This is an optimization exercise on Yosys and OpenROAD, whose aim is small area and a short achievable clock period, not a production implementation. In this exercise RTL edits were held to simulation tests only and were not proved equivalent to the original.

==> flow/design.v (excerpt) <==
module Filter_block_1 (
    input clk,
    input rst_n,
    input ena,
    input signed [0:15] x_in,
    output reg signed [0:31] y_out
);
export LEC_CHECK = 0
export CAP_MARGIN = 20
export CORE_MARGIN = 2
export CORE_UTILIZATION = 55
export SLEW_MARGIN = 20
export SYNTH_HIERARCHICAL = 1
export SYNTH_MINIMUM_KEEP_SIZE = 0
create_clock -name core_clock -period 16.0 [get_ports {clk}]
standard.sh (not shown) runs the stock make flow with config.mk's settings and CLKGATE_MAP_FILE= SYNTH_SCRIPT=/design/flow/synth_recipe.tcl, a recipe that flattens the netlist after the stock synthesis.
==> flow/flow/run.sh <==
#!/bin/bash
# Standard layout (the standard.sh: ORFS synth .. finish) with two changes:
#  - repair_timing is asked to keep a setup margin (flow/margin.txt), so that the timing
#    repair after placement, CTS and global routing works on paths longer than
#    (period - margin);
#  - after placement, the buffer trees of the high-fanout inputs ena and rst_n are rebuilt
#    as balanced two-level trees (flow/hfn2.tcl); their port buffers stay.
# The SDC, the clock period and every other setting are the design's.
set -euo pipefail
MARGIN=$(cat flow/margin.txt)
RES=orfs/results/sky130hd/Filter_block_1/base
bash standard.sh SETUP_SLACK_MARGIN=$MARGIN place > standard_place.log 2>&1
PLATFORM_DIR=$FLOW_HOME/platforms/sky130hd HFN_IN=$RES/3_place.odb HFN_SDC=$RES/3_place.sdc \
  HFN_PORTS="ena rst_n" HFN_LEAVES=40 HFN_MIDS=6 \
  HFN_LEAF_CELL=sky130_fd_sc_hd__buf_8 HFN_MID_CELL=sky130_fd_sc_hd__buf_16 \
  HFN_OUT=$RES/3_place_hfn.odb \
  openroad -no_init -exit flow/hfn2.tcl > hfn.log 2>&1
mv $RES/3_place_hfn.odb $RES/3_place.odb
bash standard.sh SETUP_SLACK_MARGIN=$MARGIN finish > standard_finish.log 2>&1
==> flow/flow/margin.txt <==
11.5
Other scripts of this flow, unchanged in this note and not shown: flow/flow/hfn2.tcl
The first run went through all stages and came out clean.
Edit:
==> flow/flow/margin.txt (replaced) <==
11.8
--- a/flow/config.mk
+++ b/flow/config.mk
@@ -7,6 +7,6 @@
 export LEC_CHECK = 0
-export CAP_MARGIN = 20
+export CAP_MARGIN = 70
 export CORE_MARGIN = 2
 export CORE_UTILIZATION = 55
-export SLEW_MARGIN = 20
+export SLEW_MARGIN = 70
 export SYNTH_HIERARCHICAL = 1
Result:
- The changed run completed with no timing, DRC or antenna violations
- global-route usage goes up by 1.1 points
- hold slack is better by 0.016 ns
- non-clock buffer count goes up by 122
- via count goes up by about 1.6%
- wire length goes up by 3.6%
Edit:
==> flow/flow/margin.txt (replaced) <==
11.5
--- a/flow/config.mk
+++ b/flow/config.mk
@@ -9,3 +9,4 @@
 export CORE_MARGIN = 2
-export CORE_UTILIZATION = 55
+export CORE_UTILIZATION = 65
+export PLACE_DENSITY = 0.75
 export SLEW_MARGIN = 70
What happened:
- cell count shrinks by 5.6%
- final area is lower by 5.0%

Filter_block_1 again, from the RTL that the note above started with.
clock: 16.0 ns
lec_check: 0
cap_margin: 20
core_margin: 2
core_utilization: 55
cts_buf_list: sky130_fd_sc_hd__clkbuf_8
slew_margin: 20
synth_hierarchical: 1
synth_minimum_keep_size: 0
==> flow/flow/run.sh <==
#!/bin/bash
# Standard layout (the standard.sh: ORFS synth .. finish), with repair_timing
# asked to keep a setup margin, so that the timing repair after placement, CTS and
# global routing works on paths longer than (period - margin). The SDC, the clock
# period and every other setting are the design's.
set -euo pipefail
MARGIN=$(cat flow/margin.txt)
bash standard.sh SETUP_SLACK_MARGIN=$MARGIN finish > standard_make.log 2>&1
==> flow/flow/margin.txt <==
11.5
Rerun with:
Settings changed: CAP_MARGIN 20 to 70, CTS_BUF_LIST sky130_fd_sc_hd__clkbuf_8 to sky130_fd_sc_hd__clkbuf_8 sky130_fd_sc_hd__clkbuf_16, CTS_CLUSTER_DIAMETER from default to 50, CTS_CLUSTER_SIZE from default to 20, SLEW_MARGIN 20 to 70.
The new run passed the timing, design-rule and antenna checks.
Global-route usage rose by 0.25 points.
Routed wire length rose by 0.63%.
Utilization rose by 1.6 points.
Setup slack improves by 0.15 ns.
Cell count fell by 1.1%.
Non-clock buffer count rose by 38.
Final area rose by 2.6%.
Area after synthesis is unchanged.
Rerun with:
Settings changed: CTS_BUF_LIST sky130_fd_sc_hd__clkbuf_8 sky130_fd_sc_hd__clkbuf_16 to default, CTS_CLUSTER_DIAMETER 50 to default, CTS_CLUSTER_SIZE 20 to default.
Clock skew hardly moves; worst setup slack gains 0.017 ns; first-iteration DRC count grows by about 8%; hold slack hardly moves; via count stays flat; design area decreases by 0.58%; global-route usage hardly moves.

[what the ideal ports hide]
Ports are ideal in the flow. The routed layouts listed here were re-timed in OpenROAD.
Step 1: set_driving_cell puts a clkbuf_16 on clk and a buf_2 on each other input, an assumption about the parent block.
Step 2 adds t to the input delays and takes it off the output delays; t is the mean of the earliest and latest rising clock arrival at the registers after step 1. Input paths then give back, and output paths get back, about the clock's delay inside the block.
Slacks: ideal ports / drivers / drivers and shift; pairs: ideal ports / drivers.
run	shift t [ns]	setup slack, ns	clock arrival spread, ns	pins driven straight from the clock port
the first run of note 1	0.831	11.480 / 11.404 / 10.956	0.045 / 0.045	1
the second run of note 1	0.847	11.430 / 11.345 / 11.109	0.040 / 0.040	1
the third run of note 1	0.843	11.472 / 11.401 / 11.163	0.039 / 0.039	1
the first run of note 2	0.977	11.324 / 11.250 / 10.456	0.052 / 0.052	1
the second run of note 2	0.845	11.474 / 11.398 / 10.636	0.033 / 0.033	1
the third run of note 2	0.831	11.491 / 11.414 / 10.647	0.029 / 0.030	1
After both steps setup and hold are still met in every run listed. The setup slack of the first run of note 2, which loses most, moves by -0.074 ns with the drivers and by -0.868 ns with both steps.
